From an optimization exercise on the open Yosys and OpenROAD flow, aimed at small area; shortcuts taken in it are not production practice.
In this exercise RTL edits were held to simulation tests only and were not proved equivalent to the original.
Power is estimated from default activity; no workload was simulated.

==> flow/design.v <==
module lcd_component(
  input CLOCK_50,
  input rst_n,
  output LCD_ON,
  output LCD_BLON,
  output LCD_RW,
  output LCD_EN,
  output LCD_RS,
  output [7:0] LCD_DATA,
  input [2:0] mess,
  input [1:0] isServer
);
assign LCD_ON   = 1'b1;
assign LCD_BLON = 1'b1;
assign LCD_RW   = 1'b0;
reg [8:0] p;
reg [7:0] k;
reg       F;
reg       l1;
reg [2:0] l2;
wire act  = (k[7:6] == 2'd0) && (k[5:4] != 2'd0 || k[3:0] >= 4'd11);
wire last = (F && k[5:0] == 6'd11) ? (p == 9'd278) : (p == 9'd257);
wire ld   = (k == 8'd10) && (p == 9'd510);
always @(posedge CLOCK_50 or negedge rst_n)
begin
  if (!rst_n) begin
    p <= 9'd254;
    k <= 8'd10;
    F <= 1'b1;
  end else begin
    if (act && last) begin
      p <= 9'd0;
      if (k[5:0] == 6'd63) begin
        p <= F ? 9'd448 : 9'd427;
        k <= 8'd90;
        F <= 1'b0;
      end else if (k[5:0] == 6'd31)
        k <= 8'd47;
      else
        k <= k + 1'b1;
    end else begin
      p <= p + 1'b1;
      if (&p) k <= k + 1'b1;
    end
  end
end
always @(posedge CLOCK_50)
begin
  if (ld) begin
    if (!isServer[1]) l1 <= isServer[0];
    if (mess < 3'd6)  l2 <= mess;
  end
end
assign LCD_EN = act && p >= 9'd3 && p <= 9'd20;
reg [7:0] c1, c2;
wire [3:0] j = k[3:0];
always @(*) begin
  if (!l1)
    case (j)
      0: c1 = 8'h67; 1: c1 = 8'h76; 2: c1 = 8'h73; 3: c1 = 8'h69;
      4: c1 = 8'h78; 5: c1 = 8'h84; 6: c1 = 8'h20; 7: c1 = 8'h53;
      8: c1 = 8'h54; 9: c1 = 8'h41; 10: c1 = 8'h54; 11: c1 = 8'h55;
      12: c1 = 8'h53; default: c1 = 8'h20;
    endcase
  else
    case (j)
      0: c1 = 8'h53; 1: c1 = 8'h45; 2: c1 = 8'h52; 3: c1 = 8'h56;
      4: c1 = 8'h45; 5: c1 = 8'h52; 6: c1 = 8'h20; 7: c1 = 8'h53;
      8: c1 = 8'h54; 9: c1 = 8'h41; 10: c1 = 8'h54; 11: c1 = 8'h55;
      12: c1 = 8'h53; default: c1 = 8'h20;
    endcase
  case (l2)
    3'd0:
      case (j)
        0: c2 = 8'h73; 1: c2 = 8'h68; 2: c2 = 8'h76; 3: c2 = 8'h69;
        4, 5, 6: c2 = 8'h46; default: c2 = 8'h20;
      endcase
    3'd4:
      case (j)
        0: c2 = 8'h50; 1: c2 = 8'h61; 2: c2 = 8'h67; 3: c2 = 8'h65;
        5: c2 = 8'h52; 6: c2 = 8'h65; 7: c2 = 8'h63; 8: c2 = 8'h65;
        9: c2 = 8'h69; 10: c2 = 8'h76; 11: c2 = 8'h65; 12: c2 = 8'h64;
        default: c2 = 8'h20;
      endcase
    3'd5:
      case (j)
        0: c2 = 8'h50; 1: c2 = 8'h61; 2: c2 = 8'h67; 3: c2 = 8'h65;
        5: c2 = 8'h4C; 6: c2 = 8'h6F; 7: c2 = 8'h61; 8: c2 = 8'h64;
        9: c2 = 8'h65; 10: c2 = 8'h64; default: c2 = 8'h20;
      endcase
    default:
      case (j)
        0: c2 = 8'h50; 1: c2 = 8'h61; 2: c2 = 8'h67; 3: c2 = 8'h65;
        5: c2 = (l2 == 3'd1) ? 8'h49 : (l2 == 3'd2) ? 8'h50 : 8'h51;
        7: c2 = 8'h53; 8: c2 = 8'h65; 9: c2 = 8'h6E; 10: c2 = 8'h74;
        default: c2 = 8'h20;
      endcase
  endcase
end
reg [8:0] lut;
always @(*) begin
  if (!act)             lut = F ? 9'h000 : 9'h120;
  else
    case (k[5:4])
      2'd3: lut = {1'b1, c2};
      2'd2: lut = 9'h0C0;
      2'd1: lut = {1'b1, c1};
      default:
        case (k[2:0])
          3'd3: lut = 9'h038; 3'd4: lut = 9'h00C; 3'd5: lut = 9'h001;
          3'd6: lut = 9'h006; default: lut = 9'h080;
        endcase
    endcase
end
assign LCD_RS   = lut[8];
assign LCD_DATA = lut[7:0];
endmodule
Settings: LEC_CHECK=0, CAP_MARGIN=20, CORE_MARGIN=2, CORE_UTILIZATION=40, SLEW_MARGIN=20; clock period 10.0 ns.
standard.sh (not shown) runs the stock make flow with config.mk's settings and CLKGATE_MAP_FILE= SYNTH_SCRIPT=/design/flow/synth_recipe.tcl, a recipe that flattens the netlist after the stock synthesis.
==> flow/flow/run.sh <==
#!/bin/bash
# Own flow: the standard layout, with an area-oriented ABC mapping in synthesis
# and the smallest buffer on the ports.
set -euo pipefail
W=$(pwd)
export FLOW_ABC_SCRIPT=$W/flow/abc_min_area.script
export FLOW_STD_SYNTH=$W/synth_recipe.tcl
bash standard.sh synth SYNTH_SCRIPT=$W/flow/synth_area.tcl > $W/synth.log 2>&1
bash standard.sh finish SYNTH_SCRIPT=$W/flow/synth_area.tcl \
  "BUFFER_PORTS_ARGS=-buffer_cell sky130_fd_sc_hd__buf_1" > $W/layout.log 2>&1
==> flow/flow/abc_min_area.script <==
strash
&get -n
&deepsyn -T 40
&put
dch -f
map -a
==> flow/flow/synth_area.tcl <==
# The standard synthesis (synth_recipe.tcl), with the final technology mapping
# done by an area-oriented ABC script instead of ORFS's speed script.
proc abc {args} {
  set i [lsearch -exact $args -script]
  if { $i >= 0 } {
    set args [lreplace $args $i [expr { $i + 1 }] -script $::env(FLOW_ABC_SCRIPT)]
  }
  set j [lsearch -exact $args -D]
  if { $j >= 0 } {
    set args [lreplace $args $j [expr { $j + 1 }]]
  }
  yosys abc {*}$args
}
source $::env(FLOW_STD_SYNTH)
Rerun with:
==> flow/flow/run.sh (replaced) <==
#!/bin/bash
# Own flow: the standard layout, with an area-oriented ABC mapping in synthesis
# (adders left to ABC instead of fixed half-adder cells) and the smallest
# buffer on the ports.
set -euo pipefail
W=$(pwd)
export FLOW_ABC_SCRIPT=$W/flow/abc_min_area.script
export FLOW_STD_SYNTH=$W/synth_recipe.tcl
SYN=(SYNTH_SCRIPT=$W/flow/synth_area.tcl ADDER_MAP_FILE=)
bash standard.sh synth "${SYN[@]}" > $W/synth.log 2>&1
bash standard.sh finish "${SYN[@]}" \
  "BUFFER_PORTS_ARGS=-buffer_cell sky130_fd_sc_hd__buf_1" > $W/layout.log 2>&1
==> flow/flow/abc_min_area.script (replaced) <==
strash
&get -n
&deepsyn -T 10
&put
&get -n
&dch -f
&nf -a -R 1000
&put
Settings changed: CTS_BUF_LIST set to sky130_fd_sc_hd__clkbuf_16, CTS_CLUSTER_DIAMETER set to 200, CTS_CLUSTER_SIZE set to 30.
What happened: Final cell count drops by 19%. Global-route usage goes down by 1.7 points. Design area is lower by 12%. Die area fell by 15%.
Rerun with:
==> flow/run.sh (new file) <==
#!/bin/bash
# synth_recipe.tcl (not shown) runs the flow's synth.tcl, then flattens the netlist and writes it again
# the make line also repeats each setting of config.mk as NAME=value (left out here)
make -C /OpenROAD-flow-scripts/flow DESIGN_CONFIG=/design/flow/config.mk WORK_HOME=/design/flow/orfs CLKGATE_MAP_FILE= SYNTH_SCRIPT=/design/flow/synth_recipe.tcl finish
Settings changed: CTS_BUF_LIST sky130_fd_sc_hd__clkbuf_16 to unset, CTS_CLUSTER_DIAMETER 200 to unset, CTS_CLUSTER_SIZE 30 to unset.
removed: flow/flow/run.sh
removed: flow/flow/abc_min_area.script
removed: flow/flow/synth_area.tcl
removed: flow/standard.sh
After rerunning: Count of clock-buffer cells in the layout drops by 1. Routed wire length climbs by 40%. Non-clock buffer count climbs by 1.
Rerun with:
==> flow/flow/run.sh (new file) <==
#!/bin/bash
# Own flow: the standard layout, with an area-oriented ABC mapping in synthesis
# (adders left to ABC instead of fixed half-adder cells) and the smallest
# buffer on the ports.
set -euo pipefail
W=$(pwd)
export FLOW_ABC_SCRIPT=$W/flow/abc_min_area.script
export FLOW_STD_SYNTH=$W/synth_recipe.tcl
SYN=(SYNTH_SCRIPT=$W/flow/synth_area.tcl ADDER_MAP_FILE=)
bash standard.sh synth "${SYN[@]}" > $W/synth.log 2>&1
bash standard.sh finish "${SYN[@]}" \
  "BUFFER_PORTS_ARGS=-buffer_cell sky130_fd_sc_hd__buf_1" > $W/layout.log 2>&1
==> flow/flow/abc_min_area.script (new file) <==
strash
&get -n
&deepsyn -T 10
&put
&get -n
&dch -f
&nf -a -R 1000
&put
==> flow/flow/synth_area.tcl (new file) <==
# The standard synthesis (synth_recipe.tcl), with the final technology mapping
# done by an area-oriented ABC script instead of ORFS's speed script.
proc abc {args} {
  set i [lsearch -exact $args -script]
  if { $i >= 0 } {
    set args [lreplace $args $i [expr { $i + 1 }] -script $::env(FLOW_ABC_SCRIPT)]
  }
  set j [lsearch -exact $args -D]
  if { $j >= 0 } {
    set args [lreplace $args $j [expr { $j + 1 }]]
  }
  yosys abc {*}$args
}
source $::env(FLOW_STD_SYNTH)
==> flow/standard.sh (new file) <==
#!/bin/bash
# synth_recipe.tcl (not shown) runs the flow's synth.tcl, then flattens the netlist and writes it again
# the make line also repeats each setting of config.mk as NAME=value (left out here)
make -C /OpenROAD-flow-scripts/flow DESIGN_CONFIG=/design/flow/config.mk WORK_HOME=/design/flow/orfs CLKGATE_MAP_FILE= SYNTH_SCRIPT=/design/flow/synth_recipe.tcl "${@:-finish}"
Settings changed: CTS_CLUSTER_DIAMETER set to 200, CTS_CLUSTER_SIZE set to 30.
removed: flow/run.sh
=> The new run passed the timing, DRC and antenna checks; worst setup slack gets better by 0.049 ns; sequential power stays flat; clock power went up by 13%.

-- re-timing with driven ports --
Ports are ideal in the flow. The routed layouts listed here were re-timed in OpenROAD.
Step 1 assumes that a clkbuf_16 drives the clock port and a buf_2 every other input.
Step 2 adds t to the input delays and takes it off the output delays; t is the mean of the earliest and latest rising clock arrival at the registers after step 1. Input paths then give back, and output paths get back, about the clock's delay inside the block.
Slacks: no drivers / after step 1 / after step 2; pairs: no drivers / after step 1.
run	shift t [ns]	setup WS [ns]	pins driven straight from the clock port
the first run	0.285	4.844 / 4.818 / 5.103	1
the second run	0.284	4.859 / 4.832 / 5.116	1
the third run	0.285	4.626 / 4.600 / 4.885	1
the fourth run	0.284	4.675 / 4.650 / 4.935	1
After both steps every run listed still meets setup and hold.
